This is an optimization exercise on Yosys and OpenROAD, whose aim is small area, not a production implementation.
Only simulation tests tie the RTL to the original design; equivalence was not proved.
No activity file was given, so power comes from the tool's default toggle rates.

### config.mk
export PLATFORM = sky130hd
export DESIGN_NAME = neuron_multi_level_output
export DESIGN_NICKNAME = neuron_multi_level_output
export VERILOG_FILES = /design/flow/design.v
export SDC_FILE = /design/flow/constraint.sdc
export NUM_CORES = 8
export LEC_CHECK = 0
export CAP_MARGIN = 20
export CORE_MARGIN = 2
export CORE_UTILIZATION = 40
export PLACE_DENSITY = 0.6
export SLEW_MARGIN = 20
### constraint.sdc
create_clock -name core_clock -period 10.0 [get_ports {clk}]
set_input_delay 2.0000 -clock core_clock [delete_from_list [all_inputs] [get_ports {clk}]]
set_output_delay 2.0000 -clock core_clock [all_outputs]
set_load 0.01 [all_outputs]
### run.sh
#!/bin/bash
# synth_recipe.tcl (not shown) runs the flow's synth.tcl, then flattens the netlist and writes it again
# the make line also repeats each setting of config.mk as NAME=value (left out here)
make -C /OpenROAD-flow-scripts/flow DESIGN_CONFIG=/design/flow/config.mk WORK_HOME=/design/flow/orfs CLKGATE_MAP_FILE= SYNTH_SCRIPT=/design/flow/synth_recipe.tcl finish
### design.v
`timescale 1ns / 1ps
module neuron_multi_level_output #(parameter length = 128, total_cores = 3, total_length = length * total_cores)
	(
	input wire clk,
	input wire rst,
	input wire output_trigger,
	input wire y_addr_trigger,
	input wire single_core,
	input wire [2:0] num_core,
	output reg idle,
	input wire [31:0] in_fifo_dout,
	input wire in_fifo_valid,
	output reg in_fifo_rd_en,
	output reg [255:0] out_fifo_din,
	output reg out_fifo_wr_en,
	input wire neuron_idle,
	input wire spi_valid,
	input wire [total_length-1:0] spi_input_row,
	input wire [255:0] spi_input_single_core,
	output reg spi_read_trigger,
	output reg neuron_reset_trigger,
	output reg turn_off_inference,
	output reg ext_inference_enable,
	output reg reg_reset
	);
reg [255:0] next_out_fifo_din;
parameter options_per_core = length * 8 / 256;
reg [3:0] state, next_state;
reg [3:0] clk_counter, next_clk_counter;
reg [4:0] pip_counter, next_pip_counter;
reg [total_length-1:0] init_value, next_init_value;
reg [total_length-1:0] y_addr, next_y_addr;
reg [total_length-1:0] fnd_idx, next_fnd_idx;
reg [total_length-1:0] step_found, next_step_found;
reg [6:0] iter_number, next_iter_number;
reg [7*total_length-1:0] num_step, next_num_step;
wire [total_length-1:0] spi_input;
wire [255:0] out_fifo_din_options [options_per_core*total_cores-1:0];
wire [255:0] out_fifo_din_single_core [7:0];
assign spi_input = single_core? spi_input_single_core : spi_input_row;
genvar k, i, j;
for (k=0; k<options_per_core*total_cores; k=k+1) begin: options
	for (i=0; i<8; i=i+1) begin: words
		for (j=0; j<4; j=j+1) begin: bytes
			assign out_fifo_din_options[(total_cores-1-k/options_per_core)*options_per_core + k%options_per_core][(7-i)*32 + j*8 +: 7] = num_step[(k*32 + i*4 + j)*7 +: 7];
			assign out_fifo_din_options[(total_cores-1-k/options_per_core)*options_per_core + k%options_per_core][(7-i)*32 + j*8 + 7] = init_value[k*32 + i*4 + j];
		end
	end
end
for (k=0; k<8; k=k+1) begin: options_sc
	for (i=0; i<8; i=i+1) begin: words_sc
		for (j=0; j<4; j=j+1) begin: bytes_sc
			assign out_fifo_din_single_core[k][(7-i)*32 + j*8 +: 7] = num_step[(k*32 + i*4 + j)*7 +: 7];
			assign out_fifo_din_single_core[k][(7-i)*32 + j*8 + 7] = init_value[k*32 + i*4 + j];
		end
	end
end
parameter [3:0] STATE_IDLE = 4'd0;
parameter [3:0] STATE_PIPE_IN = 4'd1;
parameter [3:0] STATE_EXT_INF_ON_0 = 4'd2;
parameter [3:0] STATE_INF_MODE_OFF = 4'd3;
parameter [3:0] STATE_EXT_INF_OFF_0 = 4'd4;
parameter [3:0] STATE_NEURON_TRIG = 4'd5;
parameter [3:0] STATE_NEURON_WAIT = 4'd6;
parameter [3:0] STATE_SPI_TRIG = 4'd7;
parameter [3:0] STATE_SPI_WAIT = 4'd8;
parameter [3:0] STATE_UPDATE_FND_IDX = 4'd9;
parameter [3:0] STATE_UPDATE_NUM_STEP = 4'd10;
parameter [3:0] STATE_CHECK_FOUND = 4'd11;
parameter [3:0] STATE_PIPE_OUT = 4'd12;
parameter [3:0] STATE_EXT_INF_ON_1 = 4'd13;
parameter [3:0] STATE_INF_MODE_ON = 4'd14;
parameter [3:0] STATE_EXT_INF_OFF_1 = 4'd15;
always @(posedge clk) begin
	if (rst) begin
		state <= STATE_IDLE;
		idle <= 0;
		spi_read_trigger <= 0;
		neuron_reset_trigger <= 0;
		in_fifo_rd_en <= 0;
		out_fifo_wr_en <= 0;
		turn_off_inference <= 0;
		ext_inference_enable <= 0;
		reg_reset <= 0;
		clk_counter <= 0;
		pip_counter <= 0;
		init_value <= 0;
		y_addr <= 0;
		fnd_idx <= 0;
		step_found <= 0;
		iter_number <= 0;
		out_fifo_din <= 0;
		num_step <= 0;
	end else begin
		state <= next_state;
		clk_counter <= next_clk_counter;
		pip_counter <= next_pip_counter;
		init_value <= next_init_value;
		y_addr <= next_y_addr;
		fnd_idx <= next_fnd_idx;
		step_found <= next_step_found;
		iter_number <= next_iter_number;
		out_fifo_din <= next_out_fifo_din;
		num_step <= next_num_step;
		case (state)
			STATE_IDLE: begin
				idle <= 1;
				spi_read_trigger <= 0;
				neuron_reset_trigger <= 0;
				in_fifo_rd_en <= 0;
				out_fifo_wr_en <= 0;
				turn_off_inference <= 0;
				ext_inference_enable <= 0;
				reg_reset <= 0;
			end
			STATE_PIPE_IN: begin
				idle <= 0;
				spi_read_trigger <= 0;
				neuron_reset_trigger <= 0;
				in_fifo_rd_en <= 1;
				out_fifo_wr_en <= 0;
				turn_off_inference <= 0;
				ext_inference_enable <= 0;
				reg_reset <= 0;
			end
			STATE_EXT_INF_ON_0: begin
				idle <= 0;
				spi_read_trigger <= 0;
				neuron_reset_trigger <= 0;
				in_fifo_rd_en <= 0;
				out_fifo_wr_en <= 0;
				turn_off_inference <= 0;
				ext_inference_enable <= 1;
				reg_reset <= 0;
			end
			STATE_INF_MODE_OFF: begin
				idle <= 0;
				spi_read_trigger <= 0;
				neuron_reset_trigger <= 0;
				in_fifo_rd_en <= 0;
				out_fifo_wr_en <= 0;
				turn_off_inference <= 1;
				ext_inference_enable <= 1;
				reg_reset <= 0;
			end
			STATE_EXT_INF_OFF_0: begin
				idle <= 0;
				spi_read_trigger <= 0;
				neuron_reset_trigger <= 0;
				in_fifo_rd_en <= 0;
				out_fifo_wr_en <= 0;
				turn_off_inference <= 1;
				ext_inference_enable <= 0;
				reg_reset <= 0;
			end
			STATE_NEURON_TRIG: begin
				idle <= 0;
				spi_read_trigger <= 0;
				neuron_reset_trigger <= 1;
				in_fifo_rd_en <= 0;
				out_fifo_wr_en <= 0;
				turn_off_inference <= 1;
				ext_inference_enable <= 0;
				reg_reset <= 0;
			end
			STATE_NEURON_WAIT: begin
				idle <= 0;
				spi_read_trigger <= 0;
				neuron_reset_trigger <= 0;
				in_fifo_rd_en <= 0;
				out_fifo_wr_en <= 0;
				turn_off_inference <= 1;
				ext_inference_enable <= 0;
				reg_reset <= 0;
			end
			STATE_SPI_TRIG: begin
				idle <= 0;
				spi_read_trigger <= 1;
				neuron_reset_trigger <= 0;
				in_fifo_rd_en <= 0;
				out_fifo_wr_en <= 0;
				turn_off_inference <= 1;
				ext_inference_enable <= 0;
				reg_reset <= 0;
			end
			STATE_SPI_WAIT: begin
				idle <= 0;
				spi_read_trigger <= 0;
				neuron_reset_trigger <= 0;
				in_fifo_rd_en <= 0;
				out_fifo_wr_en <= 0;
				turn_off_inference <= 1;
				ext_inference_enable <= 0;
				reg_reset <= 0;
			end
			STATE_UPDATE_FND_IDX: begin
				idle <= 0;
				spi_read_trigger <= 0;
				neuron_reset_trigger <= 0;
				in_fifo_rd_en <= 0;
				out_fifo_wr_en <= 0;
				turn_off_inference <= 1;
				ext_inference_enable <= 0;
				reg_reset <= 1;
			end
			STATE_UPDATE_NUM_STEP: begin
				idle <= 0;
				spi_read_trigger <= 0;
				neuron_reset_trigger <= 0;
				in_fifo_rd_en <= 0;
				out_fifo_wr_en <= 0;
				turn_off_inference <= 1;
				ext_inference_enable <= 0;
				reg_reset <= 0;
			end
			STATE_CHECK_FOUND: begin
				idle <= 0;
				spi_read_trigger <= 0;
				neuron_reset_trigger <= 0;
				in_fifo_rd_en <= 0;
				out_fifo_wr_en <= 0;
				turn_off_inference <= 1;
				ext_inference_enable <= 0;
				reg_reset <= 0;
			end
			STATE_PIPE_OUT: begin
				idle <= 0;
				spi_read_trigger <= 0;
				neuron_reset_trigger <= 0;
				in_fifo_rd_en <= 0;
				out_fifo_wr_en <= 1;
				turn_off_inference <= 1;
				ext_inference_enable <= 0;
				reg_reset <= 0;
			end
			STATE_EXT_INF_ON_1: begin
				idle <= 0;
				spi_read_trigger <= 0;
				neuron_reset_trigger <= 0;
				in_fifo_rd_en <= 0;
				out_fifo_wr_en <= 0;
				turn_off_inference <= 1;
				ext_inference_enable <= 1;
				reg_reset <= 0;
			end
			STATE_INF_MODE_ON: begin
				idle <= 0;
				spi_read_trigger <= 0;
				neuron_reset_trigger <= 0;
				in_fifo_rd_en <= 0;
				out_fifo_wr_en <= 0;
				turn_off_inference <= 0;
				ext_inference_enable <= 1;
				reg_reset <= 0;
			end
			STATE_EXT_INF_OFF_1: begin
				idle <= 0;
				spi_read_trigger <= 0;
				neuron_reset_trigger <= 0;
				in_fifo_rd_en <= 0;
				out_fifo_wr_en <= 0;
				turn_off_inference <= 0;
				ext_inference_enable <= 0;
				reg_reset <= 0;
			end
			default: begin
				idle <= 0;
				spi_read_trigger <= 0;
				neuron_reset_trigger <= 0;
				in_fifo_rd_en <= 0;
				out_fifo_wr_en <= 0;
				turn_off_inference <= 0;
				ext_inference_enable <= 0;
				reg_reset <= 0;
			end
		endcase
	end
end
integer index;
always @(*) begin
	case (state)
		STATE_IDLE: begin
			next_clk_counter = 0;
			next_pip_counter = 0;
			next_init_value = init_value;
			next_y_addr = y_addr;
			next_fnd_idx = 0;
			next_step_found = 0;
			next_iter_number = 0;
			next_out_fifo_din = 0;
			next_num_step = num_step;
			if (y_addr_trigger) next_state = STATE_PIPE_IN;
			else if (output_trigger) next_state = STATE_EXT_INF_ON_0;
			else next_state = STATE_IDLE;
		end
		STATE_PIPE_IN: begin
			next_clk_counter = 0;
			next_init_value = init_value;
			next_y_addr = y_addr;
			next_fnd_idx = 0;
			next_step_found = 0;
			next_iter_number = 0;
			next_out_fifo_din = 0;
			next_num_step = 0;
			if (in_fifo_valid) begin
				next_pip_counter = pip_counter + 1;
				next_y_addr[pip_counter*32 +: 32] = in_fifo_dout;
				if (pip_counter == total_length / 32 - 1) begin 
					next_state = STATE_IDLE;
				end else begin
					next_state = STATE_PIPE_IN;
				end
			end else begin
				next_state = STATE_PIPE_IN;
				next_pip_counter = pip_counter;
			end
		end
		STATE_EXT_INF_ON_0: begin
			next_clk_counter = 0;
			next_pip_counter = 0;
			next_init_value = init_value;
			next_y_addr = y_addr;
			next_fnd_idx = fnd_idx;
			next_step_found = step_found;
			next_iter_number = iter_number;
			next_out_fifo_din = 0;
			next_num_step = num_step;
			next_state = STATE_INF_MODE_OFF;
		end
		STATE_INF_MODE_OFF: begin
			next_clk_counter = 0;
			next_pip_counter = 0;
			next_init_value = init_value;
			next_y_addr = y_addr;
			next_fnd_idx = fnd_idx;
			next_step_found = step_found;
			next_iter_number = iter_number;
			next_out_fifo_din = 0;
			next_num_step = num_step;
			next_state = STATE_EXT_INF_OFF_0;
		end
		STATE_EXT_INF_OFF_0: begin
			next_clk_counter = 0;
			next_pip_counter = 0;
			next_init_value = init_value;
			next_y_addr = y_addr;
			next_fnd_idx = fnd_idx;
			next_step_found = step_found;
			next_iter_number = iter_number;
			next_out_fifo_din = 0;
			next_num_step = num_step;
			next_state = STATE_NEURON_TRIG;
		end
		STATE_NEURON_TRIG: begin
			next_clk_counter = clk_counter + 1;
			next_pip_counter = 0;
			next_init_value = init_value;
			next_y_addr = y_addr;
			next_fnd_idx = fnd_idx;
			next_step_found = step_found;
			next_iter_number = iter_number;
			next_out_fifo_din = 0;
			next_num_step = num_step;
			if (clk_counter == 3) next_state = STATE_NEURON_WAIT;
			else next_state = STATE_NEURON_TRIG;
		end
		STATE_NEURON_WAIT: begin
			next_clk_counter = 0;
			next_pip_counter = 0;
			next_init_value = init_value;
			next_y_addr = y_addr;
			next_fnd_idx = fnd_idx;
			next_step_found = step_found;
			next_iter_number = iter_number;
			next_out_fifo_din = 0;
			next_num_step = num_step;
			if (neuron_idle) next_state = STATE_SPI_TRIG;
			else next_state = STATE_NEURON_WAIT;
		end
		STATE_SPI_TRIG: begin
			next_clk_counter = clk_counter + 1;
			next_pip_counter = 0;
			next_init_value = init_value;
			next_y_addr = y_addr;
			next_fnd_idx = fnd_idx;
			next_step_found = step_found;
			next_iter_number = iter_number;
			next_out_fifo_din = 0;
			next_num_step = num_step;
			if (clk_counter == 3) next_state = STATE_SPI_WAIT;
			else next_state = STATE_SPI_TRIG;
		end
		STATE_SPI_WAIT: begin
			next_clk_counter = 0;
			next_pip_counter = 0;
			next_init_value = init_value;
			next_y_addr = y_addr;
			next_fnd_idx = fnd_idx;
			next_step_found = step_found;
			next_iter_number = iter_number;
			next_out_fifo_din = 0;
			next_num_step = num_step;
			if (spi_valid) next_state = STATE_UPDATE_FND_IDX;
			else next_state = STATE_SPI_WAIT;
		end
		STATE_UPDATE_FND_IDX: begin
			next_clk_counter = 0;
			next_pip_counter = 0;
			next_init_value = (iter_number == 0) ? spi_input : init_value;
			next_y_addr = y_addr;
			next_fnd_idx = (iter_number == 0) ? 0 : ((spi_input ^ init_value) & (~step_found));
			next_step_found = (iter_number == 0)? (~y_addr) : step_found;
			next_iter_number = iter_number;
			next_out_fifo_din = 0;
			next_num_step = num_step;
			next_state = STATE_UPDATE_NUM_STEP;
		end
		STATE_UPDATE_NUM_STEP: begin
			next_clk_counter = 0;
			next_pip_counter = 0;
			next_init_value = init_value;
			next_y_addr = y_addr;
			next_fnd_idx = fnd_idx;
			next_step_found = step_found | fnd_idx;
			next_iter_number = iter_number;
			next_out_fifo_din = 0;
			for (index=0; index<total_length; index=index+1) begin
				if (fnd_idx[index] == 1) next_num_step[index*7 +: 7] = iter_number;
				else next_num_step[index*7 +: 7] = num_step[index*7 +: 7];
			end
			next_state = STATE_CHECK_FOUND;
		end
		STATE_CHECK_FOUND: begin
			next_clk_counter = 0;
			next_pip_counter = 0;
			next_init_value = init_value;
			next_y_addr = y_addr;
			next_fnd_idx = fnd_idx;
			next_step_found = step_found;
			next_iter_number = iter_number + 1;
			next_out_fifo_din = 0;
			next_num_step = num_step;
			if ((& step_found) || (iter_number == 100)) next_state = STATE_PIPE_OUT;
			else next_state = STATE_NEURON_TRIG;
		end
		STATE_PIPE_OUT: begin
			next_clk_counter = 0;
			next_pip_counter = pip_counter + 1;
			next_init_value = init_value;
			next_y_addr = y_addr;
			next_fnd_idx = fnd_idx;
			next_step_found = step_found;
			next_iter_number = iter_number;
			next_num_step = num_step;
			if (single_core) begin
				next_out_fifo_din = out_fifo_din_single_core[pip_counter];
				if (pip_counter == 7) begin 
					next_state = STATE_EXT_INF_ON_1;
				end else begin
					next_state = STATE_PIPE_OUT;
				end
			end else begin
				next_out_fifo_din = out_fifo_din_options[pip_counter];
				if (pip_counter == options_per_core*num_core-1) begin 
					next_state = STATE_EXT_INF_ON_1;
				end else begin
					next_state = STATE_PIPE_OUT;
				end
			end
		end
		STATE_EXT_INF_ON_1: begin
			next_clk_counter = 0;
			next_pip_counter = 0;
			next_init_value = init_value;
			next_y_addr = y_addr;
			next_fnd_idx = fnd_idx;
			next_step_found = step_found;
			next_iter_number = iter_number;
			next_out_fifo_din = 0;
			next_num_step = num_step;
			next_state = STATE_INF_MODE_ON;
		end
		STATE_INF_MODE_ON: begin
			next_clk_counter = 0;
			next_pip_counter = 0;
			next_init_value = init_value;
			next_y_addr = y_addr;
			next_fnd_idx = fnd_idx;
			next_step_found = step_found;
			next_iter_number = iter_number;
			next_out_fifo_din = 0;
			next_num_step = num_step;
			next_state = STATE_EXT_INF_OFF_1;
		end
		STATE_EXT_INF_OFF_1: begin
			next_clk_counter = 0;
			next_pip_counter = 0;
			next_init_value = init_value;
			next_y_addr = y_addr;
			next_fnd_idx = fnd_idx;
			next_step_found = step_found;
			next_iter_number = iter_number;
			next_out_fifo_din = 0;
			next_num_step = num_step;
			next_state = STATE_IDLE;
		end
		default: begin
			next_clk_counter = 0;
			next_pip_counter = 0;
			next_init_value = 0;
			next_y_addr = 0;
			next_fnd_idx = 0;
			next_step_found = 0;
			next_iter_number = 0;
			next_out_fifo_din = 0;
			next_num_step = 0;
			next_state = STATE_IDLE;
		end
	endcase
end
endmodule
==> summary.txt <==
[power breakdown]
part / switching (uW) / leakage [uW] / internal (uW)
combinational: 12700 / 0.0275 / 3420
clock: 7920 / 0.00817 / 11000
sequential: 571 / 0.0364 / 18400
total: 21200 / 0.0720 / 32900
[cell type report]
type	instances	area share
Antenna cell	42	0.000473
Clock buffer	694	0.0638
Clock inverter	184	0.0107
Inverter	16	0.000270
Multi-Input combinational cell	15600	0.424
Sequential cell	4508	0.406
Tap cell	6425	0.0362
Timing Repair Buffer	1271	0.0583
[cell families (layout without fill, tap and decap cells)]
family	Yosys count	count (layout)	share of synthesized area
AO/OA/AOI/OAI	7417	7417	0.269
AND/OR/NAND/NOR	6981	6981	0.153
flip-flops	4508	4508	0.464
buffers and inverters	2435	2165	0.0525
multiplexers	834	834	0.0430
XOR/XNOR	397	397	0.0179
adder cells (fa/ha/maj)	16	16	0.00103
other	0	42	0
[final timing paths]
kind                                startpoint               end  depth (start not counted)
worst max register to register  pip_counter[2]  out_fifo_din[73]                          8
worst min-delay path            clk_counter[0]    clk_counter[0]                          1
worst min register to register  clk_counter[0]    clk_counter[0]                          1
worst max-delay path            pip_counter[2]  out_fifo_din[73]                          8
[state kept, by name (all words and copies together), names as in the netlist, 4 cells and up]
signal and flops:
num_step 2688, fnd_idx 384, init_value 384, step_found 384
y_addr 384, out_fifo_din 256, iter_number 7, pip_counter 5
clk_counter 4, state 4
[through the flow]
step           cell area, sq um  power [uW]  worst slack, ps  hold slack, ps
2_1_floorplan            194000       28900             6400             418
3_3_place_gp             205000       34900             4200             431
3_5_place_dp             206000       34900             4180             446
4_1_cts                  222000       53600             4580             456
5_1_grt                  222000       55600             4410             469
6_report                 222000       54100             4280             452
[synthesized netlist by cell type (256+ instances only)]
| cell type | n |
|---|---|
| clkbuf_1 | 1590 |
| nand3_1 | 256 |
| buf_2 | 647 |
| o21a_1 | 384 |
| o21ai_1 | 408 |
| o21ai_0 | 375 |
| nand4_1 | 365 |
| o22ai_1 | 388 |
| nor4_1 | 410 |
| nor2_1 | 4451 |
| nand2_1 | 1047 |
| a21oi_1 | 1107 |
| a22oi_1 | 3705 |
| a222oi_1 | 260 |
| xor2_1 | 264 |
| a211oi_1 | 309 |
| or3_1 | 258 |
| dfxtp_1 | 4508 |
| mux2i_1 | 834 |
[per-layer routing]
| layer | up-vias | part of all wire |
|---|---|---|
| met5 | - | 0.00033 |
| met4 | 42 | 0.070 |
| met3 | 2018 | 0.11 |
| met2 | 11300 | 0.42 |
| met1 | 90300 | 0.40 |
| li1 | 81300 | - |
[placed cells by master, fill, tap and decap left out, types with 16 or more instances in the layout]
cell,instances
o21ai_1,407
o211ai_1,252
nand4_1,365
o21a_1,384
or3_1,257
a211oi_2,200
nor4_1,402
xnor2_1,133
xor2_1,264
o22ai_1,388
bufinv_16,47
buf_12,77
clkinvlp_4,18
diode_2,42
inv_1,16
mux2i_1,819
clkbuf_16,484
clkdlybuf4s50_1,944
dfxtp_1,4506
clkbuf_1,83
o21ai_0,375
buf_4,245
nand2_1,1042
clkbuf_8,127
a222oi_1,260
clkinv_2,90
a22oi_1,3704
nand3_1,256
a21oi_1,1107
nor2b_1,131
a211oi_1,309
nor2_1,4443
==> out/qor.csv <==
stage,metric,value,unit
critical_path,path_common_cell,buf_12,
floorplan,die_area,0.491,sq mm
critical_path,cp_cell_sequence,buf_12 -> ha_4 -> nor3_1 -> nand2_4 -> buf_12 -> buf_4 -> o211ai_1 -> a21oi_1,
sta,final-hold-violation-count,0,
sta,fin_crit,5720,ps
clocking,numCtsBuffers,480,
synthesis,ys_seq_elements,4508,
global_routing,grtUsageMet1,0.440,
synthesis,synth_area,0.194,sq mm
clocking,clk_latency,1090,ps
critical_path,path_max_fanout,127,
clocking,post_cts_resized,0,
finish,drive_above_1_share,0.0631,
global_routing,grt.busiest_layer,met2,
global_routing,grt_pass1_wl,1220000,microns
global_routing,grt_use_met3,0.0783,
finish,fin_cells,28800,
finish,regArea,0.0903,sq mm
placed_design,io_buffers,946,
routing,via_per_inst,6.42,
routing,drcViolationCount,0,
sta,rsz0062_at_grt,false,
floorplan,pin_count,947,
sta,worst_pin_slew,1280,ps
sta,slew_viol_final,0,
global_routing,grt_max_degree,233,
routing,dr.pass1.iters,10,
synthesis,syn_inst,22600,
synthesis,netlist.area_leader.share,0.464,
critical_path,worstSetupPathType,reg -> reg,
finish,syn_to_final_growth,14.4,%
global_routing,antenna_found_initial,72,
routing,vias,185000,
clocking,htree_levels,5,
placed_design,dp.cells,27900,
critical_path,crit_path_end_kind,register,
sta,timing.fmax,175,MHz
global_routing,gr-total-overflow,0,
sta,max_slew_margin,0.123,
power_and_ir_drop,power_density,243,mW/mm^2
run,maxCapViolations,0,
placed_design,dp_hpwl,555000,microns
synthesis,yosys.area.top_type,dfxtp_1,
global_routing,grt_pass1_vias,169000,
floorplan,rows,255,
synthesis,seq_area_frac_synth,0.464,
floorplan,die_x,701,microns
sta,finalSetupTns,0,ps
critical_path,critPathBufInv,3,
synthesis,synth-async-reset-ratio,0,
global_routing,grt_usage,0.332,
power_and_ir_drop,leakage,0.0720,uW
floorplan,die_h,701,microns
clocking,holdBufCountCts,0,
worst_hold_path,min-delay-path-class,reg -> reg,
critical_path,cp.required,10920,ps
synthesis,synth_ff_type,dfxtp_1,
critical_path,cp_slowest_stage_delay,830,ps
synthesis,synth-edff-count,0,
clocking,clock_path_buffers,4,
synthesis,netlist-cell-type-count,66,
placed_design,gp_congestion,0.902,
critical_path,cp.arrival,6640,ps
finish,multi_input_area,0.0943,sq mm
synthesis,postSynthAreaPerCell,8.60,sq um
global_routing,grt_use_met2,0.485,
clocking,cts_sinks,4508,
finish,fill_cells,46600,
routing,wl,861000,microns
critical_path,path_delay_family,buffers and inverters,
floorplan,start_util,0.402,
synthesis,synth_warnings,1,
routing,avgRoutedWirePerCell,29.9,microns
routing,ant_nets,0,
finish,final_core_util,0.460,
routing,drt_iter0_drc,28500,
power_and_ir_drop,worst_ir_drop_vdd,0.000367,V
finish,nets,22600,
synthesis,syn_nets,23300,
critical_path,reg2reg_slack,4280,ps
status,status,no timing/DRC/antenna violations,
sta,period_share,0.572,
clocking,tritoncts,yes,
clocking,cts_root_buf,clkbuf_16,
sta,setup_viol,0,
clocking,cts_setup_buffers,0,
clocking,clkTransAtPathRegs,60,ps
sta,clock-skew-final,60.0,ps
critical_path,slowest_stage,dfxtp_4,
synthesis,synth.area.top_cells,"dfxtp_1, a22oi_1, nor2_1, mux2i_1, clkbuf_1",
floorplan,fp.coreArea,0.483,sq mm
critical_path,critPathLaunchType,register,

[what the ideal ports hide]
How much do the figures lean on ideal ports? The routed layout below was timed once more, with nothing changed but the port constraints. Step 1: set_driving_cell puts a clkbuf_16 on clk and a buf_2 on each other input, an assumption about the parent block. Step 2 adds t to the input delays and takes it off the output delays; t is the mean of the earliest and latest rising clock arrival at the registers after step 1. Input paths then give back, and output paths get back, about the clock's delay inside the block. Three values: no drivers, after step 1, after step 2; two values: the first two.
t, ns: 1.186
slack for setup (ns): 4.278 / 4.278 / 4.063
worst hold slack (ns): 0.452 / 0.452 / 0.452
worst slew at a driven data input, ns: 0.30
After both steps setup and hold are still met in this run. For this run, drivers alone change the setup slack by 0.000 ns; drivers and shift together by -0.215 ns.
